What follows belongs to an exercise in optimizing a design on an open flow for small area and a short achievable clock period; a production flow would make more cautious choices.
Where RTL was checked, it was by simulation tests only, not by an equivalence proof against the original.
No functional check of the RTL was part of run 5.
In runs 6 and 7 the design's own scripts or RTL, not TritonCTS, make the clock network.
The clock port is modelled as an ideal driver, which makes a skipped or thinned clock tree look cheaper than it is; a real chip needs a root buffer or a tree.
Power and IR drop assume default switching activity.

==> flow/fixfa.py <==
#!/usr/bin/env python3
"""Polarity clean-up of a Yosys netlist: Yosys's extract_fa often builds a full
adder from inverted inputs with inverted outputs (FA(~a,~b,~c) = ~FA(a,b,c)),
adding inverters around the fa cell. This script flips such adders back to
true polarity (the function of the netlist does not change): inputs driven by
inverters are connected to the inverters' inputs, carries between flipped adders
keep their nets, and each output's former consumers get the inverse it had:
an inverter load is removed (its loads move to the true net), any other load
gets a new inverter. Inverters left without loads are removed.
usage: fixfa.py in.v out.v"""
import re, sys
from collections import defaultdict

src = open(sys.argv[1]).read()
OUTP = {'X', 'Y', 'Q', 'Q_N', 'SUM', 'COUT', 'HI', 'LO'}
inst_re = re.compile(r'^(\s*)(sky130_fd_sc_hd__\w+)\s+(\S+)\s*\((.*?)\);[ \t]*\n', re.S | re.M)
pin_re = re.compile(r'\.(\w+)\(([^()]*)\)')

insts = []           # [type, name, [[pin, net], ...], indent]
pieces = []          # text pieces between instances
pos = 0
for m in inst_re.finditer(src):
    pieces.append(src[pos:m.start()])
    pins = [[p, n.strip()] for p, n in pin_re.findall(m.group(4))]
    insts.append([m.group(2), m.group(3), pins, m.group(1)])
    pos = m.end()
tail = src[pos:]
head = ''.join(pieces)

# nets that appear outside instances (ports, assigns) are left alone
fixed = set()
for line in (head + tail).splitlines():
    s = line.strip()
    if s.startswith('assign') or s.startswith('input') or s.startswith('output'):
        for tok in re.findall(r'\\\S+|[A-Za-z_][\w$]*(?:\[\d+\])?', s):
            fixed.add(tok)
            fixed.add(tok.split('[')[0])

def build():
    drv, loads = {}, defaultdict(list)
    for i, (t, n, pins, _) in enumerate(insts):
        for k, (p, net) in enumerate(pins):
            if p in OUTP:
                drv[net] = (i, k)
            else:
                loads[net].append((i, k))
    return drv, loads

def is_inv(i):
    return re.match(r'sky130_fd_sc_hd__(clk)?inv_\d+$', insts[i][0]) is not None

def pin(i, name):
    for p, net in insts[i][2]:
        if p == name:
            return net
    return None

def setpin(i, name, net):
    for pp in insts[i][2]:
        if pp[0] == name:
            pp[1] = net

drv, loads = build()
fas = [i for i, x in enumerate(insts) if re.match(r'sky130_fd_sc_hd__fa_\d+$', x[0])]

def src_kind(net):
    d = drv.get(net)
    if d is None or net in fixed:
        return None
    i, k = d
    if is_inv(i) and pin(i, 'A') not in fixed:
        return ('inv', i)
    if i in fas and insts[i][2][k][0] == 'COUT':
        return ('fa', i)
    return None

cand = set()
for f in fas:
    ks = [src_kind(pin(f, p)) for p in ('A', 'B', 'CIN')]
    if all(ks) and pin(f, 'SUM') not in fixed and pin(f, 'COUT') not in fixed:
        cand.add(f)
changed = True
while changed:
    changed = False
    for f in list(cand):
        for p in ('A', 'B', 'CIN'):
            k = src_kind(pin(f, p))
            if k[0] == 'fa' and k[1] not in cand:
                cand.discard(f); changed = True; break
# a flipped adder's carry may only feed other flipped adders' CIN or anything
# else (handled below), so no further condition is needed.

newid = [0]
def fresh(base):
    newid[0] += 1
    return '_fixfa_%s%d_' % (base, newid[0])

new_insts = []
new_wires = []
dead = set()
for f in sorted(cand):
    for p in ('A', 'B', 'CIN'):
        k = src_kind(pin(f, p))
        if k[0] == 'inv':
            setpin(f, p, pin(k[1], 'A'))
drv, loads = build()
for f in sorted(cand):
    for p in ('SUM', 'COUT'):
        o = pin(f, p)
        for (i, k) in list(loads.get(o, [])):
            if i in cand and insts[i][2][k][0] == 'CIN':
                continue
            if is_inv(i) and i not in dead and pin(i, 'Y') not in fixed:
                y = pin(i, 'Y')
                for (i2, k2) in list(loads.get(y, [])):
                    insts[i2][2][k2][1] = o
                dead.add(i)
            else:
                nn = fresh('n')
                new_wires.append(nn)
                insts[i][2][k][1] = nn
                new_insts.append(['sky130_fd_sc_hd__inv_1', fresh('i'), [['A', o], ['Y', nn]], '  '])
drv, loads = build()
# remove inverters with no loads
for i, x in enumerate(insts):
    if is_inv(i) and not loads.get(pin(i, 'Y')) and pin(i, 'Y') not in fixed:
        dead.add(i)

def fmt(x):
    t, n, pins, ind = x
    body = ',\n'.join('%s  .%s(%s)' % (ind, p, net + ' ' if net.startswith('\\') else net)
                       for p, net in pins)
    return '%s%s %s (\n%s\n%s);\n' % (ind, t, n, body, ind)

out = [pieces[0]]
for idx, x in enumerate(insts):
    if idx not in dead:
        out.append(fmt(x))
    if idx + 1 < len(pieces):
        out.append(pieces[idx + 1])
for x in new_insts:
    out.append(fmt(x))
out.append(tail)
text = ''.join(out)
if new_wires:
    decl = ''.join('  wire %s;\n' % w for w in new_wires)
    text = re.sub(r'(module\s+\w+\s*\([^;]*\);\n)', lambda m: m.group(1) + decl, text, count=1)
open(sys.argv[2], 'w').write(text)
sys.stderr.write('fixfa: flipped %d of %d adders, removed %d inverters, added %d\n'
                 % (len(cand), len(fas), len(dead), len(new_insts)))
==> flow/run.sh <==
#!/bin/bash
# The standard layout (standard.sh), with these changes:
#  - CTS arguments below (no dummy loads, chosen clock buffers);
#  - buf_2 port buffers; one tie cell for the constant outputs;
#  - after the standard synthesis, fixfa.py flips full adders that Yosys
#    built with inverted inputs and outputs back to true polarity (same
#    function, fewer inverters); registers are untouched.
# make's output goes to flow_*.log here; each step's log is under orfs/logs.
set -euo pipefail
ARGS=(
  "CTS_ARGS=-sink_clustering_enable -repair_clock_nets -dont_use_dummy_load -buf_list sky130_fd_sc_hd__clkbuf_8 -root_buf sky130_fd_sc_hd__clkbuf_16"
  "BUFFER_PORTS_ARGS=-buffer_cell sky130_fd_sc_hd__buf_2"
  SKIP_REPAIR_TIE_FANOUT=1
)
R=orfs/results/sky130hd/Kernel/base
bash standard.sh "${ARGS[@]}" synth > flow_synth.log 2>&1
python3 flow/fixfa.py $R/1_2_yosys.v $R/1_2_yosys_fixfa.v > fixfa.log 2>&1
cp $R/1_2_yosys.v $R/1_2_yosys_orig.v
mv $R/1_2_yosys_fixfa.v $R/1_2_yosys.v
bash standard.sh "${ARGS[@]}" finish > flow_finish.log 2>&1
==> config.mk <==
export PLATFORM = sky130hd
export DESIGN_NAME = Kernel
export DESIGN_NICKNAME = Kernel
export VERILOG_FILES = /design/flow/design.v
export SDC_FILE = /design/flow/constraint.sdc
export NUM_CORES = 4
export LEC_CHECK = 0
export CAP_MARGIN = 20
export CORE_MARGIN = 2
export CORE_UTILIZATION = 65
export PLACE_DENSITY = 0.75
export SETUP_SLACK_MARGIN = 1.55
export SLEW_MARGIN = 20
==> standard.sh <==
#!/bin/bash
# synth_recipe.tcl (not shown) runs the flow's synth.tcl, then flattens the netlist and writes it again
# the make line also repeats each setting of config.mk as NAME=value (left out here)
make -C /OpenROAD-flow-scripts/flow DESIGN_CONFIG=/design/flow/config.mk WORK_HOME=/design/flow/orfs CLKGATE_MAP_FILE= SYNTH_SCRIPT=/design/flow/synth_recipe.tcl "${@:-finish}"
==> constraint.sdc <==
create_clock -name core_clock -period 3.0 [get_ports {clk}]
set_input_delay 0.6000 -clock core_clock [delete_from_list [all_inputs] [get_ports {clk}]]
set_output_delay 0.6000 -clock core_clock [all_outputs]
set_load 0.01 [all_outputs]
==> design.v <==
module fa(input a, input b, input c, output s, output co);
    assign s  = a ^ b ^ c;
    assign co = (a & b) | (c & (a ^ b));
endmodule
module add2(input [1:0] a, input [1:0] b, input ci, output [1:0] s, output co);
    wire c0;
    fa f0 (.a(a[0]), .b(b[0]), .c(ci), .s(s[0]), .co(c0));
    fa f1 (.a(a[1]), .b(b[1]), .c(c0), .s(s[1]), .co(co));
endmodule
module Kernel(
    input  [7:0]  pixel_in,
    input         clk,
    input         rst_n,
    input         rst_clk,
    output [31:0] z_out,
    output        slow_clk_out
);
    reg [2:0] j;
    reg       j2;
    always @(posedge clk or negedge rst_clk) begin
        if (!rst_clk) j <= 3'b000;
        else          j <= {j[1], j[0], ~j2};
    end
    always @(posedge clk) j2 <= j[1] & rst_clk;
    assign slow_clk_out = j[2];
    wire c5_nx = j[0] & ~j[1];       
    reg  slot;                       
    always @(posedge clk) slot <= c5_nx;
    wire at_c1 = j[1] & ~j[0];       
    reg rst_seen, rst_prev;
    wire seen_nx = ~rst_n | (rst_seen & ~slot);
    wire prev_nx = slot ? (rst_seen | ~rst_n) : rst_prev;
    wire kill_nx = seen_nx | (prev_nx & ~c5_nx);
    always @(posedge clk) begin
        rst_seen <= seen_nx;
        rst_prev <= prev_nx;
    end
    reg [3:0] n;                     
    always @(posedge clk) begin
        if (!rst_n)                  n <= 4'd0;
        else if (slot && n != 4'd13) n <= n + 4'd1;
    end
    wire v_lane = rst_n & ~j2 & (n >= 4'd6);
    wire v_reg  = rst_n & j2 & j[0] & (n >= 4'd7);
    wire w_lane = rst_n & ~j2 & (n >= 4'd12);
    wire w_reg  = rst_n & j2 & j[0] & (n >= 4'd13);
    reg [3:0] ev;
    reg [6:0] od;
    reg       x_lo;                  
    always @(posedge clk) begin
        if (slot) begin
            ev[3:1] <= {pixel_in[6], pixel_in[4], pixel_in[2]};
            od[6:4] <= {pixel_in[7], pixel_in[5], pixel_in[3]};
            od[2:0] <= 3'b000;
        end else begin
            ev[3:1] <= {1'b0, ev[3:2]};
            od[6:4] <= {1'b0, od[6:5]};
            od[2:0] <= od[3:1];
        end
        ev[0] <= (slot ? pixel_in[0] : ev[1]) & ~seen_nx;
        od[3] <= (slot ? pixel_in[1] : od[4]) & ~seen_nx;
        x_lo  <= od[3] & ~slot & ~seen_nx;
    end
    wire [1:0] x1 = {od[3], ev[0]};      
    wire [1:0] x2 = {ev[0], x_lo};       
    reg [70:1] lane;
    always @(posedge clk) lane <= {lane[69:1], j2 ? ev[0] : od[0]};
    reg [1:0] hb [1:12];                 
    integer k;
    always @(posedge clk) begin
        if (at_c1) begin
            hb[1] <= {od[5], ev[2]};
            for (k = 2; k <= 12; k = k + 1) hb[k] <= hb[k-1];
        end
    end
    reg [1:0] v, w;
    always @(posedge clk) begin
        v <= ({2{v_lane}} & {lane[30], lane[33]}) | ({2{v_reg}} & hb[6]);
        w <= ({2{w_lane}} & {lane[66], lane[69]}) | ({2{w_reg}} & hb[12]);
    end
    reg v_lo, w_lo;
    wire [1:0] v2 = {v[0], v_lo};
    wire [1:0] w2 = {w[0], w_lo};
    wire [1:0] r, s, q, s1, c1, t2in, z;
    wire       r_co, s_co, q_co, s1_co, c1_co, t2_co, z_co;
    reg        r_cy, s_cy, q_cy, s1_cy, c1_cy, t2_cy, z_cy;
    reg  [1:0] r_q, r_qq, s_q, q_q, s1_q;
    reg  [9:0] t3, t2;               
    add2 a_r  (.a(v),    .b(w2),   .ci(r_cy),  .s(r),    .co(r_co));
    add2 a_s  (.a(v2),   .b(w),    .ci(s_cy),  .s(s),    .co(s_co));
    add2 a_q  (.a(r_q),  .b(t2[9:8]), .ci(q_cy),  .s(q),    .co(q_co));
    add2 a_s1 (.a(s_q),  .b(t3[9:8]), .ci(s1_cy), .s(s1),   .co(s1_co));
    add2 a_c1 (.a(x2),   .b(r_qq), .ci(c1_cy), .s(c1),   .co(c1_co));
    add2 a_t2 (.a(x1),   .b(s1_q), .ci(t2_cy), .s(t2in), .co(t2_co));
    add2 a_z  (.a(x2),   .b(q_q),  .ci(z_cy),  .s(z),    .co(z_co));
    always @(posedge clk or negedge rst_n) begin
        if (!rst_n) begin
            v_lo <= 1'b0;  w_lo <= 1'b0;
            r_cy <= 1'b0;  s_cy <= 1'b0;  q_cy <= 1'b0;  s1_cy <= 1'b0;
            r_q  <= 2'b00; r_qq <= 2'b00; s_q <= 2'b00; q_q <= 2'b00; s1_q <= 2'b00;
        end else begin
            v_lo <= v[1];  w_lo <= w[1];
            r_cy <= r_co;  s_cy <= s_co;  q_cy <= q_co;  s1_cy <= s1_co;
            r_q  <= r;     r_qq <= r_q;   s_q <= s;      q_q <= q;      s1_q <= s1;
        end
    end
    always @(posedge clk) begin
        c1_cy <= c1_co;  t2_cy <= t2_co;  z_cy <= z_co;
        t3[7:0] <= {t3[5:0], c1};
        t3[9:8] <= t3[7:6] & {2{~kill_nx}};
        t2[7:0] <= {t2[5:0], t2in};
        t2[9:8] <= t2[7:6] & {2{~kill_nx}};
    end
    reg [9:0]  zs;      
    reg [11:0] zr;
    wire [1:0] ztop = {q_q[1] ^ (q_q[0] & z_cy), q_q[0] ^ z_cy};
    always @(posedge clk) begin
        zs <= {z, zs[9:2]};
        if (!rst_n)    zr <= 12'd0;
        else if (slot) zr <= rst_seen ? 12'd0 : {ztop, zs};
    end
    assign z_out = {20'd0, zr};
endmodule
==> flow_metrics.env, run 1 <==
export IMPL_regArea_um2=3971
export IMPL_globalRouteOverflowTotal=0
export IMPL_via_per_inst=5.032
export IMPL_arrival_ns=0.84
export IMPL_finalSetupTns_ns=0
export IMPL_ant_nets=0
export IMPL_clock_sinks=181
export IMPL_layout_drive_gt1_share=0.1765
export IMPL_criticalPathCategory="register to output port"
export IMPL_ir_drop_uv=555.3
export IMPL_die_w_um=92.33
export IMPL_gp_congestion=0.7949
export IMPL_root_buffer="clkbuf_16"
export IMPL_utilization=0.7084
export IMPL_rrSetupSlack_ns=1.61
export IMPL_synth_avg_cell_area_um2=15.65
export IMPL_grt_pass1_wl_um=10720
export IMPL_finalMaxSlewViolations=0
export IMPL_final_area_um2=5418
export IMPL_synthToLayoutAreaGrowth_pct=6.835
export IMPL_grt_max_degree=29
export IMPL_cts_hold_buffers_added=0
export IMPL_die_area_um2=8524
export IMPL_coreArea_um2=7647
export IMPL_dpl_hpwl_um=4034
export IMPL_slew_headroom=0.6043
export IMPL_firstDrtPassIters=4
export IMPL_layoutNonFillerInstCount=442
export IMPL_cp_top_family="flip-flops"
export IMPL_cts_max_path_buffers=2
export IMPL_fin_crit_ns=1.443
export IMPL_cts_setup_buffers=0
export IMPL_grtUsageTotal=0.1727
export IMPL_multi_input_area_um2=908.4
export IMPL_dieHeight_um=92.33
export IMPL_skew_ns=0.02331
export IMPL_worstSetupStartpointType="register"
export IMPL_cp_endpoint="slow_clk_out"
export IMPL_dpl_cell_count=424
export IMPL_first_iter_violations=106
export IMPL_syn_area_um2=5071
export IMPL_max_freq_mhz=693.1
export IMPL_hold_viol_final=0
export IMPL_n_antenna_cell=0
export IMPL_critical_path_endpoint_type="output port"
export IMPL_finalNetCount=372
export IMPL_regMostFlops="lane"
export IMPL_path_max_fanout=1
export IMPL_startpoint="j[2]"
export IMPL_switching_share=0.1991
export IMPL_hold_class="primary input to asynchronous set/reset pin"
export IMPL_cts_htree_levels=4
export IMPL_drt_total_wl_um=6524
export IMPL_worstPathBufferInverterCount=1
export IMPL_pre_cts_ws_ns=1.089
export IMPL_p_sw_w=0.0007710
export IMPL_fillCellCount=497
export IMPL_drcViolationCount=0
export IMPL_p_comb_frac=0.024
export IMPL_antenna_found_initial=0
export IMPL_p_clk_frac=0.313
export IMPL_num_io_pins=44
export IMPL_seqPwrFrac=0.663
export IMPL_p_leak_nw=2.269
export IMPL_place_area_um2=5137
export IMPL_num_vias=2224
export IMPL_fin_ws_ns=1.557
export IMPL_numCtsBuffers=17
export IMPL_cp_depth=1
export IMPL_tritoncts="yes"
export IMPL_powerDensity_nw_per_um2=714.8
export IMPL_max_cap_violations=0
export IMPL_fp_row_count=32
export IMPL_slowest_delay_ns=0.35
export IMPL_worst_ep_required_time_ns=2.40
export IMPL_reg_largest_list="lane (69), hb (24), zr (12)"
export IMPL_largest_reg_flops=69
export IMPL_clk_pin_slew_ns=0.07
export IMPL_synth_cells=324
export IMPL_p_int_w=0.003101
export IMPL_r2r_cells=2
export IMPL_grt_pass1_vias=2267
export IMPL_rsz0062_at_grt="true"
export IMPL_crit_slowest_cell="dfrtp_1"
export IMPL_crit_chain="buf_2"
export IMPL_setup_viol=0
export IMPL_r2r_start="s_q[0]"
export IMPL_port_buffers=23
export IMPL_clk_latency_ns=0.36
export IMPL_yosys_warnings=2
export IMPL_status="finished clean"
export IMPL_max_slew_worst_pin_slew_ns=0.5908
export IMPL_r2r_end="s1_q[1]"
export IMPL_start_util=0.6631
export IMPL_layout_worst_path_cycle_share=0.4810
export IMPL_post_drt_wl_per_cell_um=14.76
export IMPL_synth_fp_nets=354
what timing repair did:
item                       in CTS  in global routing
gates cloned                    0                  1
setup endpoints to repair       7                 23
pin swaps                       0                  1
resized for setup               4                  9
routing by layer:
layer / vias up / global-route usage / wire, um
met4: 0 / 0.07463 / 95
met1: 1115 / 0.2204 / 3022
met5: - / 0 / 0
met2: 32 / 0.2664 / 3157
li1: 1068 / - / -
met3: 9 / 0.06591 / 249
layout make-up:
| class | instances | share of cell area |
|---|---|---|
| repair buffers | 24 | 0.02425 |
| flip-flops and latches | 181 | 0.7330 |
| multi-input cells | 109 | 0.1677 |
| inverters | 9 | 0.006236 |
| clock buffers | 17 | 0.04527 |
| well taps | 102 | 0.02356 |
per-stage QoR:
stage / hold WS (ns) / power (W)
final: 0.02660 / 0.003872
after global routing: 0.005343 / 0.004012
after CTS: 0.01171 / 0.003903
after detailed placement: 0.3121 / 0.002715
after global placement: 0.3111 / 0.002709
after floorplan: 0.3044 / 0.002698
power groups by stage:
stage / combinational [W] / clock [W] / sequential (W)
CTS: 0.0000935 / 0.00124 / 0.00257
global placement: 0.0000901 / 0 / 0.00262
detailed placement: 0.0000927 / 0 / 0.00262
global route: 0.000105 / 0.00133 / 0.00258
floorplan: 0.0000884 / 0 / 0.00261
finish: 0.0000934 / 0.00121 / 0.00257
worst min path at each step:
stage | start | to
floorplan | rst_clk | j[0]
global placement | lane[28] | lane[29]
detailed placement | lane[64] | lane[65]
CTS | rst_clk | j[2]
global route | rst_clk | j[2]
finish | rst_clk | j[1]
placed cells by master (no fill, tap or decap), drive strengths merged:
cell and instances:
conb 1, nor3 3, nand4 1, mux2 5, a22oi 10, xor2 1
a21oi 6, and2b 1, edfxtp 24, o21ai 5, nand2 13, dfrtp 19
nand3 4, a211oi 6, and2 3, clkbuf 17, nand2b 1, mux2i 4
fa 14, buf 24, ha 5, nor2 16, a22o 4, nor2b 6
inv 9, dfxtp 138
==> run 2, diff against run 1 <==
--- a/flow/run.sh
+++ b/flow/run.sh
@@ -9,5 +9,5 @@
 set -euo pipefail
 ARGS=(
-  "CTS_ARGS=-sink_clustering_enable -repair_clock_nets -dont_use_dummy_load -buf_list sky130_fd_sc_hd__clkbuf_8 -root_buf sky130_fd_sc_hd__clkbuf_16"
+  "CTS_ARGS=-sink_clustering_enable -repair_clock_nets -dont_use_dummy_load -buf_list sky130_fd_sc_hd__clkbuf_8 -root_buf sky130_fd_sc_hd__clkbuf_16 -sink_clustering_size 20 -sink_clustering_max_diameter 50 -sink_clustering_buffer sky130_fd_sc_hd__clkbuf_16"
   "BUFFER_PORTS_ARGS=-buffer_cell sky130_fd_sc_hd__buf_2"
   SKIP_REPAIR_TIE_FANOUT=1
--- a/config.mk
+++ b/config.mk
@@ -8,6 +8,5 @@
 export CAP_MARGIN = 20
 export CORE_MARGIN = 2
-export CORE_UTILIZATION = 65
-export PLACE_DENSITY = 0.75
+export CORE_UTILIZATION = 40
 export SETUP_SLACK_MARGIN = 1.55
 export SLEW_MARGIN = 20
==> run 2 against run 1 <==
Against the previous run: critical path type unchanged; critical endpoint unchanged; cell count up 17%; clock power hardly changed; largest power group unchanged; critical path depth unchanged; synthesized cell count is the same; global-route usage fell by 6.5 points; fmax fell by 0.33%.
==> flow_metrics.env, run 2 <==
export IMPL_dieHeight_um=116.6
export IMPL_port_buffers=23
export IMPL_firstDrtPassIters=4
export IMPL_mostFrequentLayoutCells="dfxtp_1 (129), edfxtp_1 (24), buf_2 (20), dfrtp_1 (19)"
export IMPL_grt_max_degree=25
export IMPL_crit_chain="buf_2"
export IMPL_pre_cts_ws_ns=1.448
export IMPL_seqPwrFrac=0.665
export IMPL_slew_headroom=0.6013
export IMPL_critical_path_endpoint_type="output port"
export IMPL_p_clk_frac=0.309
export IMPL_p_leak_nw=2.284
export IMPL_max_cap_violations=0
export IMPL_rsz0062_at_grt="true"
export IMPL_r2r_cells=2
export IMPL_total_power_w=0.003862
export IMPL_status="finished clean"
export IMPL_max_freq_mhz=690.8
export IMPL_numCtsBuffers=17
export IMPL_final_area_um2=5545
export IMPL_drcViolationCount=0
export IMPL_layout_drive_gt1_share=0.1837
export IMPL_crit_slowest_cell="dfrtp_1"
export IMPL_p_comb_frac=0.026
export IMPL_fin_ws_ns=1.552
export IMPL_worstSetupStartpointType="register"
export IMPL_dpl_cell_count=495
export IMPL_worstPathBufferInverterCount=1
export IMPL_root_buffer="clkbuf_16"
export IMPL_fp_row_count=41
export IMPL_coreArea_um2=12520
export IMPL_grt_pass1_wl_um=10610
export IMPL_place_area_um2=5233
export IMPL_hold_viol_final=0
export IMPL_slowest_delay_ns=0.36
export IMPL_r2r_end="q_q[1]"
export IMPL_cts_htree_levels=4
export IMPL_skew_ns=0.03505
export IMPL_arrival_ns=0.85
export IMPL_finalNetCount=375
export IMPL_antenna_found_initial=0
export IMPL_drt_total_wl_um=6405
export IMPL_tritoncts="yes"
export IMPL_globalRouteOverflowTotal=0
export IMPL_powerDensity_nw_per_um2=696.4
export IMPL_wl_met3_um=304
export IMPL_max_slew_worst_pin_slew_ns=0.5919
export IMPL_start_util=0.4051
export IMPL_grt_pass1_vias=2235
export IMPL_largest_reg_flops=69
export IMPL_clk_latency_ns=0.37
export IMPL_fin_crit_ns=1.448
export IMPL_finalSetupTns_ns=0
export IMPL_synthToLayoutAreaGrowth_pct=9.351
export IMPL_criticalPathCategory="register to output port"
export IMPL_final_common_cell="dfxtp_1"
export IMPL_via_per_inst=4.282
export IMPL_dpl_hpwl_um=4052
export IMPL_grtUsageTotal=0.1072
export IMPL_worst_ep_required_time_ns=2.40
export IMPL_die_area_um2=13590
export IMPL_synth_fp_nets=354
export IMPL_synth_cells=324
export IMPL_cts_max_path_buffers=2
export IMPL_die_w_um=116.6
export IMPL_n_antenna_cell=0
export IMPL_path_max_fanout=1
export IMPL_first_iter_violations=140
export IMPL_layout_worst_path_cycle_share=0.4826
export IMPL_num_io_pins=44
export IMPL_ir_drop_uv=431.6
export IMPL_wl_met2_um=2828
export IMPL_ant_nets=0
export IMPL_yosys_warnings=2
export IMPL_setup_viol=0
export IMPL_reg_largest_list="lane (69), hb (24), zr (12)"
export IMPL_rrSetupSlack_ns=1.59
export IMPL_hold_class="primary input to asynchronous set/reset pin"
export IMPL_r2r_start="r_q[0]"
export IMPL_gp_congestion=0.7848
export IMPL_syn_area_um2=5071
export IMPL_regMostFlops="lane"
export IMPL_layoutNonFillerInstCount=515
export IMPL_switching_share=0.1959
export IMPL_finalMaxSlewViolations=0
export IMPL_startpoint="j[2]"
export IMPL_fillCellCount=1135
export IMPL_num_vias=2205
export IMPL_synth_avg_cell_area_um2=15.65
export IMPL_wl_met1_um=3181
export IMPL_p_sw_w=0.0007565
export IMPL_p_int_w=0.003105
export IMPL_top_layer_used="met4"
export IMPL_cp_top_family="flip-flops"
export IMPL_clk_pin_slew_ns=0.08
export IMPL_post_drt_wl_per_cell_um=12.44
export IMPL_clock_sinks=181
==> run 2: area by class of cell <==
type                       count  area, um^2  area share
sequential                   181        3970      0.7159
multi-input combinational    109       910.9      0.1643
clock buffer                  17       245.2     0.04422
tap                          172       215.2     0.03881
timing repair buffer          27       166.4     0.03001
inverter                       9       37.54    0.006769
==> run 2: stage by stage <==
step	utilization	hold slack (ns)
global route	0.4430	0.1082
CTS	0.4391	0.09773
finish	0.4430	0.1185
detailed placement	0.4180	0.3121
floorplan	-	0.3044
global placement	0.4180	0.3109
==> run 2: per-layer routing <==
metal	GRT usage	vias to the layer above
li1	-	1076
met1	0.1416	1080
met2	0.1516	39
met3	0.04203	10
met4	0.05882	0
met5	0	-
==> run 2: worst max-delay path by stage <==
stage                        end  slack [ns]  cells past startpoint
floorplan                 q_q[1]        1.64                      2
global placement        rst_prev        1.45                      4
detailed placement      rst_prev        1.45                      4
CTS                 slow_clk_out        1.52                      1
global route        slow_clk_out        1.49                      1
finish              slow_clk_out        1.55                      1
==> run 2: power groups by stage <==
stage / Sequential (W) / Clock (W) / Combinational (W)
after floorplan: 0.00261 / 0 / 0.0000884
after global placement: 0.00262 / 0 / 0.0000935
after detailed placement: 0.00262 / 0 / 0.0000956
after CTS: 0.00257 / 0.00125 / 0.0000971
after global routing: 0.00258 / 0.00135 / 0.000114
final: 0.00257 / 0.00119 / 0.0000997
==> run 2: repair_timing <==
| action | in CTS | in global routing |
|---|---|---|
| setup buffers | 0 | 1 |
| hold endpoints to repair | 3 | 0 |
| setup endpoints to repair | 16 | 24 |
| pin swaps | 0 | 0 |
| gates resized for setup | 6 | 9 |
| cloned | 0 | 1 |
| hold buffers | 1 | 0 |
==> run 3, diff against run 2 <==
--- a/flow/run.sh
+++ b/flow/run.sh
@@ -9,5 +9,5 @@
 set -euo pipefail
 ARGS=(
-  "CTS_ARGS=-sink_clustering_enable -repair_clock_nets -dont_use_dummy_load -buf_list sky130_fd_sc_hd__clkbuf_8 -root_buf sky130_fd_sc_hd__clkbuf_16 -sink_clustering_size 20 -sink_clustering_max_diameter 50 -sink_clustering_buffer sky130_fd_sc_hd__clkbuf_16"
+  "CTS_ARGS=-sink_clustering_enable -repair_clock_nets -dont_use_dummy_load -buf_list sky130_fd_sc_hd__clkbuf_16 -root_buf sky130_fd_sc_hd__clkbuf_16 -sink_clustering_size 24 -sink_clustering_max_diameter 60"
   "BUFFER_PORTS_ARGS=-buffer_cell sky130_fd_sc_hd__buf_2"
   SKIP_REPAIR_TIE_FANOUT=1
==> run 3 against run 2 <==
Against the previous run: worst hold slack got worse by 0.062 ns; combinational power decreased by 1%; total power increased by 14%; area after synthesis unchanged; clock skew decreased by 0.012 ns; clock power increased by 45%; critical path type unchanged.
==> flow_metrics.env, run 3 <==
export IMPL_multi_input_area_um2=902.1
export IMPL_cts_htree_levels=4
export IMPL_final_common_cell="dfxtp_1"
export IMPL_hold_viol_final=0
export IMPL_drcViolationCount=0
export IMPL_p_comb_frac=0.022
export IMPL_p_int_w=0.003555
export IMPL_clk_latency_ns=0.42
export IMPL_grt_max_degree=25
export IMPL_port_buffers=23
export IMPL_num_io_pins=44
export IMPL_dpl_hpwl_um=4052
export IMPL_reg_largest_list="lane (69), hb (24), zr (12)"
export IMPL_criticalPathCategory="register to output port"
export IMPL_largest_reg_flops=69
export IMPL_arrival_ns=0.89
export IMPL_max_freq_mhz=673.0
export IMPL_globalRouteOverflowTotal=0
export IMPL_p_leak_nw=2.376
export IMPL_worst_ep_required_time_ns=2.40
export IMPL_worstPathBufferInverterCount=1
export IMPL_finalNetCount=375
export IMPL_finalSetupTns_ns=0
export IMPL_path_max_fanout=1
export IMPL_gp_congestion=0.7848
export IMPL_synth_cells=324
export IMPL_slowest_delay_ns=0.35
export IMPL_seqPwrFrac=0.586
export IMPL_crit_chain="buf_2"
export IMPL_layoutNonFillerInstCount=515
export IMPL_drt_total_wl_um=6459
export IMPL_setup_viol=0
export IMPL_syn_area_um2=5071
export IMPL_yosys_warnings=2
export IMPL_start_util=0.4051
export IMPL_clk_pin_slew_ns=0.06
export IMPL_num_vias=2195
export IMPL_rsz0062_at_grt="true"
export IMPL_ir_drop_uv=640.1
export IMPL_root_buffer="clkbuf_16"
export IMPL_grtUsageTotal=0.1107
export IMPL_crit_slowest_cell="dfrtp_1"
export IMPL_fp_row_count=41
export IMPL_numCtsBuffers=17
export IMPL_cp_top_family="flip-flops"
export IMPL_post_drt_wl_per_cell_um=12.54
export IMPL_mostFrequentLayoutCells="dfxtp_1 (124), edfxtp_1 (24), dfrtp_1 (19), clkbuf_16 (17), nor2_1 (16)"
export IMPL_finalMaxSlewViolations=0
export IMPL_n_antenna_cell=0
export IMPL_fillCellCount=1103
export IMPL_layout_worst_path_cycle_share=0.4953
export IMPL_die_area_um2=13590
export IMPL_p_sw_w=0.0008342
export IMPL_clock_sinks=181
export IMPL_fin_crit_ns=1.486
export IMPL_skew_ns=0.02282
export IMPL_via_per_inst=4.262
export IMPL_switching_share=0.1900
export IMPL_synthToLayoutAreaGrowth_pct=14.11
export IMPL_firstDrtPassIters=4
export IMPL_dieHeight_um=116.6
export IMPL_critical_path_endpoint_type="output port"
export IMPL_tritoncts="yes"
export IMPL_cts_max_path_buffers=2
export IMPL_status="finished clean"
export IMPL_first_iter_violations=98
export IMPL_dpl_cell_count=495
export IMPL_regMostFlops="lane"
export IMPL_synth_fp_nets=354
export IMPL_max_slew_worst_pin_slew_ns=0.6321
export IMPL_ant_nets=0
export IMPL_synth_avg_cell_area_um2=15.65
export IMPL_grt_pass1_vias=2309
export IMPL_grt_pass1_wl_um=10890
export IMPL_worstSetupStartpointType="register"
export IMPL_hold_class="primary input to asynchronous set/reset pin"
export IMPL_layout_drive_gt1_share=0.1983
export IMPL_antenna_found_initial=0
export IMPL_max_cap_violations=0
export IMPL_slew_headroom=0.5777
export IMPL_coreArea_um2=12520
export IMPL_regArea_um2=3976
export IMPL_powerDensity_nw_per_um2=758.6
export IMPL_die_w_um=116.6
export IMPL_p_clk_frac=0.392
run 3: worst paths after layout:
path                           from            to  slack (ns)  cells past startpoint
min in group core_clock    lane[28]      lane[29]        0.31                      0
setup reg to reg             r_q[0]        q_q[1]        1.59                      2
hold / removal                rst_n       r_qq[0]        0.06                      1
max in group asynchronous   rst_clk          j[1]        2.38                      2
hold reg to reg            lane[28]      lane[29]        0.31                      0
setup / recovery               j[2]  slow_clk_out        1.51                      1
run 3: what timing repair did:
item / in CTS / in global routing
hold endpoints to repair: 3 / 0
resized for setup: 26 / 3
endpoints found under the setup margin: 24 / 22
hold buffers: 1 / 0
buffers inserted: 1 / 1
run 3: power groups by stage:
stage | Sequential, W | Combinational, W | Clock, W
floorplan | 0.00261 | 0.0000884 | 0
global placement | 0.00262 | 0.0000935 | 0
detailed placement | 0.00262 | 0.0000956 | 0
finish | 0.00257 | 0.0000985 | 0.00172
global route | 0.00258 | 0.000113 | 0.00187
CTS | 0.00257 | 0.0000978 | 0.00177
run 3: metal layers:
layer / vias up / GRT usage / part of all wire
li1: 1075 / - / -
met1: 1072 / 0.1433 / 0.48
met2: 42 / 0.1581 / 0.45
met3: 6 / 0.04826 / 0.059
met4: 0 / 0.05647 / 0.011
met5: - / 0 / 0
run 3: through the flow:
step	utilization	total power, W	hold WS (ns)	cell area [um^2]	setup slack [ns]
final	0.4623	0.004390	0.05700	5787	1.514
after global routing	0.4623	0.004564	0.05810	5787	1.457
after global placement	0.4180	0.002713	0.3109	5233	1.448
after CTS	0.4609	0.004437	0.04488	5769	1.486
after floorplan	-	0.002698	0.3044	5079	1.645
after detailed placement	0.4180	0.002716	0.3121	5233	1.448
run 3: area by class of cell:
cell class	count	share of cell area
multi-input combinational	108	0.1559
tap	172	0.03719
clock buffer	17	0.07351
sequential	181	0.6871
inverter	9	0.006486
timing repair buffer	28	0.03978
==> run 4, diff against run 3 <==
--- a/flow/run.sh
+++ b/flow/run.sh
@@ -9,5 +9,5 @@
 set -euo pipefail
 ARGS=(
-  "CTS_ARGS=-sink_clustering_enable -repair_clock_nets -dont_use_dummy_load -buf_list sky130_fd_sc_hd__clkbuf_16 -root_buf sky130_fd_sc_hd__clkbuf_16 -sink_clustering_size 24 -sink_clustering_max_diameter 60"
+  "CTS_ARGS=-sink_clustering_enable -repair_clock_nets -dont_use_dummy_load -buf_list sky130_fd_sc_hd__clkbuf_16 -root_buf sky130_fd_sc_hd__clkbuf_16 -sink_clustering_size 30 -sink_clustering_max_diameter 60"
   "BUFFER_PORTS_ARGS=-buffer_cell sky130_fd_sc_hd__buf_2"
   SKIP_REPAIR_TIE_FANOUT=1
==> run 4 against run 3 <==
Against the previous run: still clean on timing, DRC and antenna; via count is the same; non-clock buffer count unchanged; worst hold slack unchanged; combinational power barely moved; worst setup slack did not move; core utilization unchanged; area after synthesis is the same; clock skew unchanged; critical endpoint unchanged; largest power group unchanged; highest routed layer unchanged.
==> flow_metrics.env, run 4 <==
export IMPL_coreArea_um2=12520
export IMPL_r2r_start="r_q[0]"
export IMPL_root_buffer="clkbuf_16"
export IMPL_final_common_cell="dfxtp_1"
export IMPL_regMostFlops="lane"
export IMPL_synth_cells=324
export IMPL_dpl_cell_count=495
export IMPL_reg_largest_list="lane (69), hb (24), zr (12)"
export IMPL_grt_pass1_wl_um=10890
export IMPL_cts_max_path_buffers=2
export IMPL_die_w_um=116.6
export IMPL_largest_reg_flops=69
export IMPL_fillCellCount=1103
export IMPL_max_slew_worst_pin_slew_ns=0.6321
export IMPL_dieHeight_um=116.6
export IMPL_ant_nets=0
export IMPL_tritoncts="yes"
export IMPL_synthToLayoutAreaGrowth_pct=14.11
export IMPL_worst_ep_required_time_ns=2.40
export IMPL_yosys_warnings=2
export IMPL_hold_viol_final=0
export IMPL_drt_total_wl_um=6459
export IMPL_layout_drive_gt1_share=0.1983
export IMPL_gp_congestion=0.7848
export IMPL_crit_chain="buf_2"
export IMPL_worstSetupStartpointType="register"
export IMPL_synth_fp_nets=354
export IMPL_numCtsBuffers=17
export IMPL_skew_ns=0.02282
export IMPL_path_max_fanout=1
export IMPL_powerDensity_nw_per_um2=758.6
export IMPL_fp_row_count=41
export IMPL_dpl_hpwl_um=4052
export IMPL_start_util=0.4051
export IMPL_worstPathBufferInverterCount=1
export IMPL_startpoint="j[2]"
export IMPL_p_leak_nw=2.376
export IMPL_critical_path_endpoint_type="output port"
export IMPL_regArea_um2=3976
export IMPL_cp_depth=1
export IMPL_rrSetupSlack_ns=1.59
export IMPL_n_antenna_cell=0
export IMPL_grtUsageTotal=0.1107
export IMPL_ir_drop_uv=640.1
export IMPL_p_sw_w=0.0008342
export IMPL_r2r_cells=2
export IMPL_r2r_end="q_q[1]"
export IMPL_layoutNonFillerInstCount=515
export IMPL_finalNetCount=375
export IMPL_clk_latency_ns=0.42
export IMPL_multi_input_area_um2=902.1
export IMPL_first_iter_violations=98
export IMPL_setup_viol=0
export IMPL_rsz0062_at_grt="true"
export IMPL_num_io_pins=44
export IMPL_clk_pin_slew_ns=0.06
export IMPL_syn_area_um2=5071
export IMPL_globalRouteOverflowTotal=0
export IMPL_switching_share=0.1900
export IMPL_mostFrequentLayoutCells="dfxtp_1 (124), edfxtp_1 (24), dfrtp_1 (19), clkbuf_16 (17), nor2_1 (16)"
export IMPL_cts_htree_levels=4
export IMPL_cp_endpoint="slow_clk_out"
export IMPL_grt_pass1_vias=2309
export IMPL_cp_top_family="flip-flops"
export IMPL_firstDrtPassIters=4
export IMPL_fin_crit_ns=1.486
export IMPL_port_buffers=23
export IMPL_p_comb_frac=0.022
export IMPL_criticalPathCategory="register to output port"
export IMPL_clock_sinks=181
export IMPL_fin_ws_ns=1.514
export IMPL_slowest_delay_ns=0.35
export IMPL_p_int_w=0.003555
export IMPL_die_area_um2=13590
export IMPL_slew_headroom=0.5777
export IMPL_synth_avg_cell_area_um2=15.65
export IMPL_seqPwrFrac=0.586
export IMPL_status="finished clean"
export IMPL_finalMaxSlewViolations=0
export IMPL_layout_worst_path_cycle_share=0.4953
export IMPL_via_per_inst=4.262
export IMPL_antenna_found_initial=0
export IMPL_finalSetupTns_ns=0
export IMPL_pre_cts_ws_ns=1.448
export IMPL_crit_slowest_cell="dfrtp_1"
export IMPL_p_clk_frac=0.392
export IMPL_max_cap_violations=0
export IMPL_hold_class="primary input to asynchronous set/reset pin"
export IMPL_arrival_ns=0.89
export IMPL_grt_max_degree=25
export IMPL_post_drt_wl_per_cell_um=12.54
export IMPL_max_freq_mhz=673.0
export IMPL_drcViolationCount=0
export IMPL_num_vias=2195
run 4: cell counts in the layout (fill, tap and decap cells not counted):
No cell type changed its count.
run 4: per-stage QoR:
step | hold WS, ns | utilization | area (um^2) | total power, W
final | 0.05700 | 0.4623 | 5787 | 0.004390
after global routing | 0.05810 | 0.4623 | 5787 | 0.004564
after CTS | 0.04488 | 0.4609 | 5769 | 0.004437
after detailed placement | 0.3121 | 0.4180 | 5233 | 0.002716
after global placement | 0.3109 | 0.4180 | 5233 | 0.002713
after floorplan | 0.3044 | - | 5079 | 0.002698
run 4: metal layers:
| layer | up-vias | global-route usage | wire length [um] |
|---|---|---|---|
| met5 | - | 0 | 0 |
| met2 | 42 | 0.1581 | 2906 |
| met1 | 1072 | 0.1433 | 3101 |
| met3 | 6 | 0.04826 | 378 |
| met4 | 0 | 0.05647 | 73 |
| li1 | 1075 | - | - |
run 4: how the worst min path moves through the flow:
stage                    end  slack [ns]  depth (start not counted)
finish               r_qq[0]        0.06                          1
global route          q_q[0]        0.06                          1
CTS                  r_qq[0]        0.04                          1
detailed placement  lane[12]        0.31                          0
global placement       t2[2]        0.31                          0
floorplan               j[0]        0.30                          0
run 4: power groups by stage:
stage	Clock, W	Combinational (W)	Sequential (W)
after floorplan	0	0.0000884	0.00261
after global placement	0	0.0000935	0.00262
after detailed placement	0	0.0000956	0.00262
after CTS	0.00177	0.0000978	0.00257
after global routing	0.00187	0.000113	0.00258
final	0.00172	0.0000985	0.00257
run 4: final cells by class:
type | instances | area share
well taps | 172 | 0.03719
flip-flops and latches | 181 | 0.6871
repair buffers | 28 | 0.03978
inverters | 9 | 0.006486
multi-input cells | 108 | 0.1559
clock buffers | 17 | 0.07351
run 4: what timing repair did:
item	in CTS	in global routing
buffers inserted	1	1
hold endpoints to repair	3	0
hold buffers	1	0
setup endpoints to repair	24	22
gates resized for setup	26	3
==> run 5, diff against run 4 <==
--- a/design.v
+++ b/design.v
@@ -114,9 +114,8 @@
     reg [9:0]  zs;      
     reg [11:0] zr;
-    wire [1:0] ztop = {q_q[1] ^ (q_q[0] & z_cy), q_q[0] ^ z_cy};
     always @(posedge clk) begin
         zs <= {z, zs[9:2]};
         if (!rst_n)    zr <= 12'd0;
-        else if (slot) zr <= rst_seen ? 12'd0 : {ztop, zs};
+        else if (slot) zr <= rst_seen ? 12'd0 : {z, zs};
     end
     assign z_out = {20'd0, zr};
--- a/flow/run.sh
+++ b/flow/run.sh
@@ -9,5 +9,5 @@
 set -euo pipefail
 ARGS=(
-  "CTS_ARGS=-sink_clustering_enable -repair_clock_nets -dont_use_dummy_load -buf_list sky130_fd_sc_hd__clkbuf_16 -root_buf sky130_fd_sc_hd__clkbuf_16 -sink_clustering_size 30 -sink_clustering_max_diameter 60"
+  "CTS_ARGS=-sink_clustering_enable -repair_clock_nets -dont_use_dummy_load -buf_list sky130_fd_sc_hd__clkbuf_8 -root_buf sky130_fd_sc_hd__clkbuf_16 -sink_clustering_size 24 -sink_clustering_max_diameter 80"
   "BUFFER_PORTS_ARGS=-buffer_cell sky130_fd_sc_hd__buf_2"
   SKIP_REPAIR_TIE_FANOUT=1
--- a/config.mk
+++ b/config.mk
@@ -9,4 +9,4 @@
 export CORE_MARGIN = 2
 export CORE_UTILIZATION = 40
-export SETUP_SLACK_MARGIN = 1.55
+export SETUP_SLACK_MARGIN = 1.4
 export SLEW_MARGIN = 20
==> run 5 against run 4 <==
Against the previous run: non-clock buffer count is 2 lower; die area is 0.50% lower; wire length is 0.93% higher; total power is 12% lower; area after synthesis is 0.52% lower; clock-buffer cell count stayed put; fmax is 2.6% lower; cell count is 0.97% lower; critical path depth is 3 higher; clock power is about 30% lower; cell area is 5.6% lower; global-route usage is 0.064 points higher.
==> flow_metrics.env, run 5 <==
export IMPL_hold_class="primary input to asynchronous set/reset pin"
export IMPL_post_drt_wl_per_cell_um=12.78
export IMPL_die_area_um2=13530
export IMPL_synth_fp_nets=350
export IMPL_dpl_cell_count=492
export IMPL_fin_crit_ns=1.526
export IMPL_clk_pin_slew_ns=0.07
export IMPL_slew_headroom=0.6179
export IMPL_final_common_cell="dfxtp_1"
export IMPL_hold_viol_final=0
export IMPL_firstDrtPassIters=4
export IMPL_yosys_warnings=2
export IMPL_max_freq_mhz=655.5
export IMPL_synth_cells=321
export IMPL_skew_ns=0.02532
export IMPL_rsz0062_at_grt="true"
export IMPL_fin_ws_ns=1.474
export IMPL_status="finished clean"
export IMPL_port_buffers=23
export IMPL_layout_worst_path_cycle_share=0.5085
export IMPL_first_iter_violations=120
export IMPL_synthToLayoutAreaGrowth_pct=8.284
export IMPL_dpl_hpwl_um=4151
export IMPL_regMostFlops="lane"
export IMPL_drt_total_wl_um=6519
export IMPL_cts_max_path_buffers=2
export IMPL_worst_ep_required_time_ns=3.29
export IMPL_utilization=0.4382
export IMPL_powerDensity_nw_per_um2=708.7
export IMPL_max_cap_violations=0
export IMPL_gp_congestion=0.6971
export IMPL_clock_sinks=181
export IMPL_cts_htree_levels=4
export IMPL_critical_path_endpoint_type="register"
export IMPL_tritoncts="yes"
export IMPL_layout_drive_gt1_share=0.1568
export IMPL_ant_nets=0
export IMPL_synth_avg_cell_area_um2=15.72
export IMPL_numCtsBuffers=17
export IMPL_grt_pass1_vias=2226
export IMPL_num_vias=2191
export IMPL_grt_max_degree=29
export IMPL_finalSetupTns_ns=0
export IMPL_max_slew_worst_pin_slew_ns=0.5732
export IMPL_dieHeight_um=116.3
export IMPL_num_io_pins=44
export IMPL_mostFrequentLayoutCells="dfxtp_1 (137), edfxtp_1 (24), buf_2 (23), dfrtp_1 (19), nor2_1 (17)"
export IMPL_die_w_um=116.3
export IMPL_worstSetupStartpointType="register"
export IMPL_grtUsageTotal=0.1113
export IMPL_pre_cts_ws_ns=1.153
export IMPL_root_buffer="clkbuf_16"
export IMPL_coreArea_um2=12470
export IMPL_drcViolationCount=0
export IMPL_globalRouteOverflowTotal=0
export IMPL_antenna_found_initial=0
export IMPL_arrival_ns=1.82
export IMPL_p_leak_nw=2.238
export IMPL_finalNetCount=369
export IMPL_total_power_w=0.003871
export IMPL_criticalPathCategory="register to register"
export IMPL_start_util=0.4047
export IMPL_fillCellCount=1132
export IMPL_clk_latency_ns=0.36
export IMPL_reg_largest_list="lane (69), hb (24), zr (12)"
export IMPL_n_antenna_cell=0
export IMPL_syn_area_um2=5045
export IMPL_via_per_inst=4.296
export IMPL_ir_drop_uv=474.5
export IMPL_layoutNonFillerInstCount=510
export IMPL_setup_viol=0
export IMPL_path_max_fanout=2
export IMPL_fp_row_count=41
export IMPL_finalMaxSlewViolations=0
export IMPL_largest_reg_flops=69
export IMPL_grt_pass1_wl_um=10970
run 5: what timing repair did:
action                     4_1_cts  5_1_grt
resized for setup                1        1
hold buffers                     1        0
hold endpoints to repair         3        0
setup endpoints to repair        1        1
setup buffers                    0        0
pin swaps                        1        3
run 5: where the power goes:
part	internal (W)	switching, W	total, W
logic	0.0000306	0.0000655	0.0000961
registers	0.00254	0.0000314	0.00257
clock network	0.000536	0.000673	0.00121
run 5: final cells by class:
cell class	instances	area (um^2)	area share
Sequential cell	181	3960	0.7249
Timing Repair Buffer	26	140.1	0.02565
Tap cell	172	215.2	0.03940
Clock buffer	17	245.2	0.04489
Multi-Input combinational cell	105	868.3	0.1590
Inverter	9	33.78	0.006184
run 5: worst paths after layout:
check,startpoint,end,slack (ns),cells past startpoint
worst max-delay path,x_lo,zr[11],1.47,4
worst min-delay path,rst_n,r_qq[1],0.23,1
worst max register to register,x_lo,zr[11],1.47,4
worst min register to register,lane[24],lane[25],0.30,0
max in group asynchronous,rst_clk,j[2],2.33,2
min in group core_clock,lane[24],lane[25],0.30,0
run 5: per-stage QoR:
step | cell area (um^2) | hold WS [ns]
6_report | 5463 | 0.2310
5_1_grt | 5463 | 0.2583
4_1_cts | 5461 | 0.2363
3_5_place_dp | 5204 | 0.3121
3_3_place_gp | 5204 | 0.3111
2_1_floorplan | 5047 | 0.3044
run 5: worst max-delay path, cell delays in order, from the launching register on:
cell and delay [ns]:
dfxtp_2 0.34, fa_2 0.38, fa_1 0.53, nand3_1 0.09, a21oi_1 0.13
run 5: metal layers:
metal | GRT usage | share of wire | wire [um]
met1 | 0.1488 | 0.48 | 3134
met2 | 0.1508 | 0.43 | 2789
met3 | 0.04463 | 0.063 | 409
met5 | 0 | 0 | 0
met4 | 0.06905 | 0.028 | 185
==> run 6, diff against run 5 <==
--- a/design.v
+++ b/design.v
@@ -114,8 +114,9 @@
     reg [9:0]  zs;      
     reg [11:0] zr;
+    wire [1:0] ztop = {q_q[1] ^ (q_q[0] & z_cy), q_q[0] ^ z_cy};
     always @(posedge clk) begin
         zs <= {z, zs[9:2]};
         if (!rst_n)    zr <= 12'd0;
-        else if (slot) zr <= rst_seen ? 12'd0 : {z, zs};
+        else if (slot) zr <= rst_seen ? 12'd0 : {ztop, zs};
     end
     assign z_out = {20'd0, zr};
--- a/flow/run.sh
+++ b/flow/run.sh
@@ -1,5 +1,5 @@
 #!/bin/bash
 # The standard layout (standard.sh), with these changes:
-#  - CTS arguments below (no dummy loads, chosen clock buffers);
+#  - clock tree: flow/cts8.tcl (PRE_CTS_TCL) replaces TritonCTS (see there);
 #  - buf_2 port buffers; one tie cell for the constant outputs;
 #  - after the standard synthesis, fixfa.py flips full adders that Yosys
@@ -9,5 +9,5 @@
 set -euo pipefail
 ARGS=(
-  "CTS_ARGS=-sink_clustering_enable -repair_clock_nets -dont_use_dummy_load -buf_list sky130_fd_sc_hd__clkbuf_8 -root_buf sky130_fd_sc_hd__clkbuf_16 -sink_clustering_size 24 -sink_clustering_max_diameter 80"
+  "PRE_CTS_TCL=$PWD/flow/cts8.tcl"
   "BUFFER_PORTS_ARGS=-buffer_cell sky130_fd_sc_hd__buf_2"
   SKIP_REPAIR_TIE_FANOUT=1
==> flow/cts8.tcl (new file) <==
# Clock tree for this design, in place of TritonCTS (sourced as PRE_CTS_TCL,
# it replaces the clock_tree_synthesis command that cts.tcl calls next).
# Two levels: the clock port drives four clkbuf_8 (one per quarter of the
# flip-flops, split at the median x, then at the median y of each half); each
# drives two clkbuf_16 (its quarter split again at the median of its longer
# side), and each of those drives its flip-flops. Buffers sit at the centroid
# of what they drive. Every flip-flop is two buffers from the port. cts.tcl
# then legalizes the placement and repairs timing as usual.
rename clock_tree_synthesis my_tritoncts
proc cts8_split { pts } {
  # split a list of {x y iterm} in two halves along its longer side
  set xs [lsort -integer [lmap p $pts { lindex $p 0 }]]
  set ys [lsort -integer [lmap p $pts { lindex $p 1 }]]
  set dx [expr { [lindex $xs end] - [lindex $xs 0] }]
  set dy [expr { [lindex $ys end] - [lindex $ys 0] }]
  set idx [expr { $dx >= $dy ? 0 : 1 }]
  set pts [lsort -integer -index $idx $pts]
  set h [expr { [llength $pts] / 2 }]
  return [list [lrange $pts 0 [expr { $h - 1 }]] [lrange $pts $h end]]
}
proc cts8_centroid { pts } {
  set sx 0
  set sy 0
  foreach p $pts {
    incr sx [lindex $p 0]
    incr sy [lindex $p 1]
  }
  set k [llength $pts]
  return [list [expr { $sx / $k }] [expr { $sy / $k }]]
}
proc cts8_buffer { block master name innet pts } {
  set inst [odb::dbInst_create $block $master $name]
  set net [odb::dbNet_create $block "${name}_net"]
  $net setSigType CLOCK
  [$inst findITerm A] connect $innet
  [$inst findITerm X] connect $net
  set c [cts8_centroid $pts]
  $inst setLocation [lindex $c 0] [lindex $c 1]
  $inst setPlacementStatus PLACED
  return $net
}
proc clock_tree_synthesis { args } {
  set block [ord::get_db_block]
  set db [ord::get_db]
  set clk [$block findNet clk]
  set pts {}
  foreach it [$clk getITerms] {
    set loc [[$it getInst] getLocation]
    lappend pts [list [lindex $loc 0] [lindex $loc 1] $it]
  }
  puts "cts8: [llength $pts] clock sinks"
  set quarters {}
  foreach half [cts8_split $pts] {
    foreach q [cts8_split $half] { lappend quarters $q }
  }
  set m1 [$db findMaster sky130_fd_sc_hd__clkbuf_8]
  set m2 [$db findMaster sky130_fd_sc_hd__clkbuf_16]
  set g 0
  foreach q $quarters {
    set n1 [cts8_buffer $block $m1 "clkbuf_r$g" $clk $q]
    set l 0
    foreach leaf [cts8_split $q] {
      set n2 [cts8_buffer $block $m2 "clkbuf_l${g}_$l" $n1 $leaf]
      foreach p $leaf {
        set it [lindex $p 2]
        $it disconnect
        $it connect $n2
      }
      puts "cts8: clkbuf_l${g}_$l drives [llength $leaf] sinks"
      incr l
    }
    incr g
  }
  $clk setSigType CLOCK
  global_connect
  set_propagated_clock [all_clocks]
}
--- a/config.mk
+++ b/config.mk
@@ -8,5 +8,6 @@
 export CAP_MARGIN = 20
 export CORE_MARGIN = 2
-export CORE_UTILIZATION = 40
-export SETUP_SLACK_MARGIN = 1.4
+export CORE_UTILIZATION = 65
+export PLACE_DENSITY = 0.75
+export SETUP_SLACK_MARGIN = 1.55
 export SLEW_MARGIN = 20
==> run 6 against run 5 <==
Against the previous run: sequential share of layout area rose by 0.35 points; cell area fell by 0.48%; total power rose by 0.49%; highest routed layer unchanged.
==> flow_metrics.env, run 6 <==
export IMPL_cp_top_family="adder cells"
export IMPL_largest_reg_flops=69
export IMPL_status="finished clean"
export IMPL_firstDrtPassIters=4
export IMPL_grt_pass1_vias=2226
export IMPL_grtUsageTotal=0.1506
export IMPL_regMostFlops="lane"
export IMPL_r2r_start="s_q[0]"
export IMPL_clk_latency_ns=0.28
export IMPL_reg_largest_list="lane (69), hb (24), zr (12)"
export IMPL_utilization=0.7109
export IMPL_n_antenna_cell=0
export IMPL_mostFrequentLayoutCells="dfxtp_1 (137), edfxtp_1 (24), buf_2 (22), dfrtp_1 (19), nor2_1 (16)"
export IMPL_final_common_cell="dfxtp_1"
export IMPL_layout_drive_gt1_share=0.1538
export IMPL_slew_headroom=0.6215
export IMPL_ir_drop_uv=521.9
export IMPL_multi_input_area_um2=908.4
export IMPL_port_buffers=23
export IMPL_via_per_inst=4.980
export IMPL_synth_cells=324
export IMPL_whs_ns=0.09821
export IMPL_regArea_um2=3960
export IMPL_crit_chain="fa_2 -> fa_1"
export IMPL_start_util=0.6631
export IMPL_arrival_ns=1.54
export IMPL_dpl_hpwl_um=4034
export IMPL_finalNetCount=370
export IMPL_p_leak_nw=2.273
export IMPL_max_cap_violations=0
export IMPL_yosys_warnings=2
export IMPL_dieHeight_um=92.33
export IMPL_critical_path_endpoint_type="register"
export IMPL_finalSetupTns_ns=0
export IMPL_hold_viol_final=0
export IMPL_first_iter_violations=92
export IMPL_final_area_um2=5436
export IMPL_crit_slowest_cell="fa_1"
export IMPL_gp_congestion=0.7949
export IMPL_clk_pin_slew_ns=0.08
export IMPL_ant_nets=0
export IMPL_grt_pass1_wl_um=10430
export IMPL_coreArea_um2=7647
export IMPL_rsz0062_at_grt="false"
export IMPL_syn_area_um2=5071
export IMPL_worstSetupStartpointType="register"
export IMPL_num_vias=2191
export IMPL_grt_max_degree=29
export IMPL_criticalPathCategory="register to register"
export IMPL_slowest_delay_ns=0.47
export IMPL_globalRouteOverflowTotal=0
export IMPL_synthToLayoutAreaGrowth_pct=7.204
export IMPL_post_drt_wl_per_cell_um=14.44
export IMPL_finalMaxSlewViolations=0
export IMPL_path_max_fanout=1
export IMPL_fin_crit_ns=1.391
export IMPL_layoutNonFillerInstCount=440
export IMPL_setup_viol=0
export IMPL_synth_avg_cell_area_um2=15.65
export IMPL_worst_ep_required_time_ns=3.15
export IMPL_max_freq_mhz=719.1
export IMPL_die_w_um=92.33
export IMPL_place_area_um2=5137
export IMPL_powerDensity_nw_per_um2=715.6
export IMPL_fillCellCount=494
export IMPL_dpl_cell_count=424
export IMPL_max_slew_worst_pin_slew_ns=0.5652
export IMPL_synth_fp_nets=354
export IMPL_drcViolationCount=0
export IMPL_die_area_um2=8524
export IMPL_hold_class="primary input to asynchronous set/reset pin"
export IMPL_fp_row_count=32
export IMPL_antenna_found_initial=0
export IMPL_skew_ns=0.007709
export IMPL_num_io_pins=44
export IMPL_startpoint="s_q[0]"
export IMPL_worstPathBufferInverterCount=0
export IMPL_drt_total_wl_um=6352
export IMPL_layout_worst_path_cycle_share=0.4636
run 6: power by group:
| part | switching, W | leakage (nW) | internal, W |
|---|---|---|---|
| Combinational | 0.0000646 | 0.546 | 0.0000324 |
| Clock | 0.000626 | 0.127 | 0.000600 |
| Sequential | 0.0000338 | 1.60 | 0.00253 |
| Total | 0.000724 | 2.27 | 0.00317 |
run 6: final timing paths:
check / end / slack (ns) / cells past startpoint
worst min register to register: lane[25] / 0.33 / 0
worst max-delay path: s1_q[1] / 1.61 / 2
max in group asynchronous: r_cy / 2.53 / 1
worst max register to register: s1_q[1] / 1.61 / 2
min in group core_clock: lane[25] / 0.33 / 0
worst min-delay path: j[0] / 0.1 / 1
run 6: worst reg2reg max path, cell delays in order, from the launching register on:
cell     delay [ns]
dfrtp_1        0.40
fa_2           0.39
fa_1           0.47
run 6: timing repair:
action,in CTS,in global routing
pin swaps,0,1
buffers inserted,0,3
endpoints found under the setup margin,6,36
resized for setup,1,4
cloned,0,1
hold buffers,0,0
run 6: area by class of cell:
cell class,count,area share
buffer,12,0.04695
inverter,9,0.006904
multi-input combinational,109,0.1671
sequential,181,0.7284
tap,102,0.02348
timing repair buffer,27,0.02716
run 6: routing by layer:
| metal | wire, um | track usage |
|---|---|---|
| met4 | 134 | 0.03607 |
| met2 | 3010 | 0.2591 |
| met3 | 168 | 0.01058 |
| met1 | 3038 | 0.2136 |
| met5 | 0 | 0 |
run 6: through the flow:
| step | total power [W] | setup WS (ns) |
|---|---|---|
| after floorplan | 0.002698 | 1.645 |
| after global placement | 0.002709 | 1.108 |
| after detailed placement | 0.002715 | 1.089 |
| after CTS | 0.003920 | 1.553 |
| after global routing | 0.004011 | 1.560 |
| final | 0.003890 | 1.609 |
==> run 7, diff against run 6 <==
--- a/design.v
+++ b/design.v
@@ -30,5 +30,5 @@
     reg rst_seen, rst_prev;
     wire seen_nx = ~rst_n | (rst_seen & ~slot);
-    wire prev_nx = slot ? (rst_seen | ~rst_n) : rst_prev;
+    wire prev_nx = slot ? rst_seen : rst_prev;
     wire kill_nx = seen_nx | (prev_nx & ~c5_nx);
     always @(posedge clk) begin
@@ -58,7 +58,7 @@
             od[2:0] <= od[3:1];
         end
-        ev[0] <= (slot ? pixel_in[0] : ev[1]) & ~seen_nx;
-        od[3] <= (slot ? pixel_in[1] : od[4]) & ~seen_nx;
-        x_lo  <= od[3] & ~slot & ~seen_nx;
+        ev[0] <= slot ? pixel_in[0] : ev[1];
+        od[3] <= slot ? pixel_in[1] : od[4];
+        x_lo  <= od[3] & ~slot;
     end
     wire [1:0] x1 = {od[3], ev[0]};      
--- a/flow/run.sh
+++ b/flow/run.sh
@@ -5,5 +5,6 @@
 #  - after the standard synthesis, fixfa.py flips full adders that Yosys
 #    built with inverted inputs and outputs back to true polarity (same
-#    function, fewer inverters); registers are untouched.
+#    function, fewer inverters) and rebuilds each from two xor2 and a maj3,
+#    which are faster; registers are untouched.
 # make's output goes to flow_*.log here; each step's log is under orfs/logs.
 set -euo pipefail
@@ -15,5 +16,5 @@
 R=orfs/results/sky130hd/Kernel/base
 bash standard.sh "${ARGS[@]}" synth > flow_synth.log 2>&1
-python3 flow/fixfa.py $R/1_2_yosys.v $R/1_2_yosys_fixfa.v > fixfa.log 2>&1
+python3 flow/fixfa.py --split $R/1_2_yosys.v $R/1_2_yosys_fixfa.v > fixfa.log 2>&1
 cp $R/1_2_yosys.v $R/1_2_yosys_orig.v
 mv $R/1_2_yosys_fixfa.v $R/1_2_yosys.v
--- a/flow/fixfa.py
+++ b/flow/fixfa.py
@@ -8,9 +8,13 @@
 an inverter load is removed (its loads move to the true net), any other load
 gets a new inverter. Inverters left without loads are removed.
-usage: fixfa.py in.v out.v"""
+With --split, every full adder is then built from two xor2 and a maj3, which
+are faster than the fa cell (same function).
+usage: fixfa.py [--split] in.v out.v"""
 import re, sys
 from collections import defaultdict
 
-src = open(sys.argv[1]).read()
+split = '--split' in sys.argv
+argv = [a for a in sys.argv if a != '--split']
+src = open(argv[1]).read()
 OUTP = {'X', 'Y', 'Q', 'Q_N', 'SUM', 'COUT', 'HI', 'LO'}
 inst_re = re.compile(r'^(\s*)(sky130_fd_sc_hd__\w+)\s+(\S+)\s*\((.*?)\);[ \t]*\n', re.S | re.M)
@@ -127,4 +131,16 @@
         dead.add(i)
 
+if split:
+    for i, x in enumerate(insts):
+        if i in dead or not re.match(r'sky130_fd_sc_hd__fa_\d+$', x[0]):
+            continue
+        a, b, c, so, co = (pin(i, p) for p in ('A', 'B', 'CIN', 'SUM', 'COUT'))
+        p = fresh('p')
+        new_wires.append(p)
+        new_insts.append(['sky130_fd_sc_hd__xor2_1', fresh('x'), [['A', a], ['B', b], ['X', p]], x[3]])
+        new_insts.append(['sky130_fd_sc_hd__xor2_1', fresh('x'), [['A', p], ['B', c], ['X', so]], x[3]])
+        new_insts.append(['sky130_fd_sc_hd__maj3_1', fresh('m'), [['A', a], ['B', b], ['C', c], ['X', co]], x[3]])
+        dead.add(i)
+
 def fmt(x):
     t, n, pins, ind = x
@@ -146,5 +162,5 @@
     decl = ''.join('  wire %s;\n' % w for w in new_wires)
     text = re.sub(r'(module\s+\w+\s*\([^;]*\);\n)', lambda m: m.group(1) + decl, text, count=1)
-open(sys.argv[2], 'w').write(text)
+open(argv[2], 'w').write(text)
 sys.stderr.write('fixfa: flipped %d of %d adders, removed %d inverters, added %d\n'
                  % (len(cand), len(fas), len(dead), len(new_insts)))
--- a/config.mk
+++ b/config.mk
@@ -10,4 +10,4 @@
 export CORE_UTILIZATION = 65
 export PLACE_DENSITY = 0.75
-export SETUP_SLACK_MARGIN = 1.55
+export SETUP_SLACK_MARGIN = 1.6
 export SLEW_MARGIN = 20
==> run 7 against run 6 <==
Against the previous run: sequential power grew 5%; register-to-register slack gained 0.04 ns; first-iteration DRC count grew 21%; fmax shrank 2.0%; total power grew 4.8%; cell area grew 2.2%; sequential cell count is the same; critical endpoint is now slow_clk_out; worst hold slack lost 0.014 ns; synthesized cell count grew 7.7%; die area grew 2.5%; via count grew 6.2%; combinational power grew 32%.
==> flow_metrics.env, run 7 <==
export IMPL_via_per_inst=5.026
export IMPL_p_leak_nw=2.418
export IMPL_first_iter_violations=111
export IMPL_dieHeight_um=93.47
export IMPL_crit_chain="buf_2"
export IMPL_start_util=0.6733
export IMPL_reg_largest_list="lane (69), hb (24), zr (12)"
export IMPL_crit_slowest_cell="dfrtp_1"
export IMPL_n_antenna_cell=0
export IMPL_die_w_um=93.47
export IMPL_num_vias=2327
export IMPL_rsz0062_at_grt="true"
export IMPL_hold_class="primary input to asynchronous set/reset pin"
export IMPL_cts_hold_buffers_added=0
export IMPL_critical_path_endpoint_type="output port"
export IMPL_synth_avg_cell_area_um2=14.91
export IMPL_dpl_hpwl_um=4186
export IMPL_max_freq_mhz=704.4
export IMPL_slowest_delay_ns=0.38
export IMPL_regMostFlops="lane"
export IMPL_globalRouteOverflowTotal=0
export IMPL_drcViolationCount=0
export IMPL_firstDrtPassIters=4
export IMPL_setup_viol=0
export IMPL_largest_reg_flops=69
export IMPL_fp_row_count=32
export IMPL_post_drt_wl_per_cell_um=14.33
export IMPL_worstSetupStartpointType="register"
export IMPL_finalSetupTns_ns=0
export IMPL_slew_headroom=0.6607
export IMPL_yosys_warnings=2
export IMPL_final_common_cell="dfxtp_1"
export IMPL_mostFrequentLayoutCells="dfxtp_1 (132), xor2_1 (29), edfxtp_1 (24), buf_2 (23), dfrtp_1 (19)"
export IMPL_synth_fp_nets=365
export IMPL_layout_worst_path_cycle_share=0.4732
export IMPL_utilization=0.7188
export IMPL_synthToLayoutAreaGrowth_pct=6.758
export IMPL_ant_nets=0
export IMPL_grtUsageTotal=0.1557
export IMPL_die_area_um2=8736
export IMPL_coreArea_um2=7727
export IMPL_arrival_ns=0.82
export IMPL_powerDensity_nw_per_um2=733.7
export IMPL_grt_pass1_wl_um=10970
export IMPL_layout_drive_gt1_share=0.1634
export IMPL_finalMaxSlewViolations=0
export IMPL_ir_drop_uv=535.8
export IMPL_syn_area_um2=5202
export IMPL_grt_max_degree=24
export IMPL_skew_ns=0.01827
export IMPL_criticalPathCategory="register to output port"
export IMPL_antenna_found_initial=0
export IMPL_fin_crit_ns=1.420
export IMPL_rrSetupSlack_ns=1.65
export IMPL_grt_pass1_vias=2281
export IMPL_drt_total_wl_um=6635
export IMPL_whs_ns=0.08439
export IMPL_clk_pin_slew_ns=0.09
export IMPL_cp_top_family="flip-flops"
export IMPL_max_slew_worst_pin_slew_ns=0.5084
export IMPL_worstPathBufferInverterCount=1
export IMPL_max_cap_violations=0
export IMPL_port_buffers=23
export IMPL_gp_congestion=0.7764
export IMPL_worst_ep_required_time_ns=2.40
export IMPL_clk_latency_ns=0.29
export IMPL_num_io_pins=44
export IMPL_synth_cells=349
export IMPL_finalNetCount=379
export IMPL_status="finished clean"
export IMPL_hold_viol_final=0
export IMPL_path_max_fanout=1
==> run 7: cell count changes in the layout (fill, tap and decap cells not counted), sizes merged, moves of 3 or more <==
cell and change:
maj3 +14, fa -14, xor2 +28, o21ai -3
==> run 7: routing by layer <==
layer,vias to the layer above,share of wire,GRT usage
met1,1124,0.50,0.2369
met2,41,0.44,0.2458
li1,1151,-,-
met5,-,0,0
met4,0,0.019,0.02574
met3,11,0.049,0.02095
==> run 7: metrics by stage <==
stage                     cells  power (W)  setup WS (ns)  area (um^2)
final                       463   0.004075          1.580         5554
after global routing        463   0.004229          1.552         5554
after CTS                   463   0.004113          1.572         5543
after detailed placement    450   0.002892          1.337         5274
after global placement      450   0.002881          1.393         5274
after floorplan             349   0.002857          1.768         5210
==> run 7: worst reg2reg max path, cell delays in order (launching register included) <==
cell and delay (ns):
dfxtp_1 0.43, maj3_1 0.44, maj3_1 0.36
==> run 7: path summary, 6_finish.rpt <==
kind	startpoint	to	cells after the start
worst max-delay path	j[2]	slow_clk_out	1
worst min-delay path	rst_clk	j[0]	1
worst max register to register	ev[0]	t2_cy	2
worst min register to register	lane[18]	lane[19]	0
max in group asynchronous	rst_n	s1_q[0]	2
min in group core_clock	lane[18]	lane[19]	0
==> run 7: layout make-up <==
class | count | area, um^2
fill | 512 | 2173
buffer | 12 | 255.2
multi-input combinational | 135 | 1041
inverter | 8 | 30.03
tap | 102 | 127.6
timing repair buffer | 25 | 133.9
sequential | 181 | 3966
==> run 7: power by group <==
group | total (W) | internal, W | switching [W] | leakage [nW]
registers | 0.00271 | 0.00264 | 0.0000704 | 1.62
clock network | 0.00124 | 0.000600 | 0.000637 | 0.127
logic | 0.000128 | 0.0000520 | 0.0000763 | 0.671
==> run 7: what timing repair did <==
item                                    CTS  global route
gates cloned                              1             0
pin swaps                                 0             0
hold endpoints to repair                  0             0
endpoints found under the setup margin   25             8
gates resized for setup                   1             7
buffers inserted                          0             0

-- separate check: timing with driven ports --
The flow's constraints put no driver on any port. The routed layouts listed below were extracted and timed again, unchanged, in two steps. Step 1 assumes that a clkbuf_16 drives the clock port and a buf_2 every other input. Step 2 also shifts input and output timing later by t, the mid clock arrival at the registers, as if the neighbouring blocks saw the same clock. a / b / c = no drivers / after step 1 / after step 2; a / b = the first two.
run	t, ns	slack for setup (ns)
run 1	0.389	1.557 / 1.525 / 1.334
run 2	0.393	1.552 / 1.513 / 1.379
run 3	0.445	1.514 / 1.474 / 1.430
run 4	0.445	1.514 / 1.474 / 1.430
run 5	0.403	1.474 / 1.474 / 1.177
run 6	0.338	1.609 / 1.572 / 1.383
run 7	0.342	1.580 / 1.523 / 1.402
After both steps every run listed still meets setup and hold.
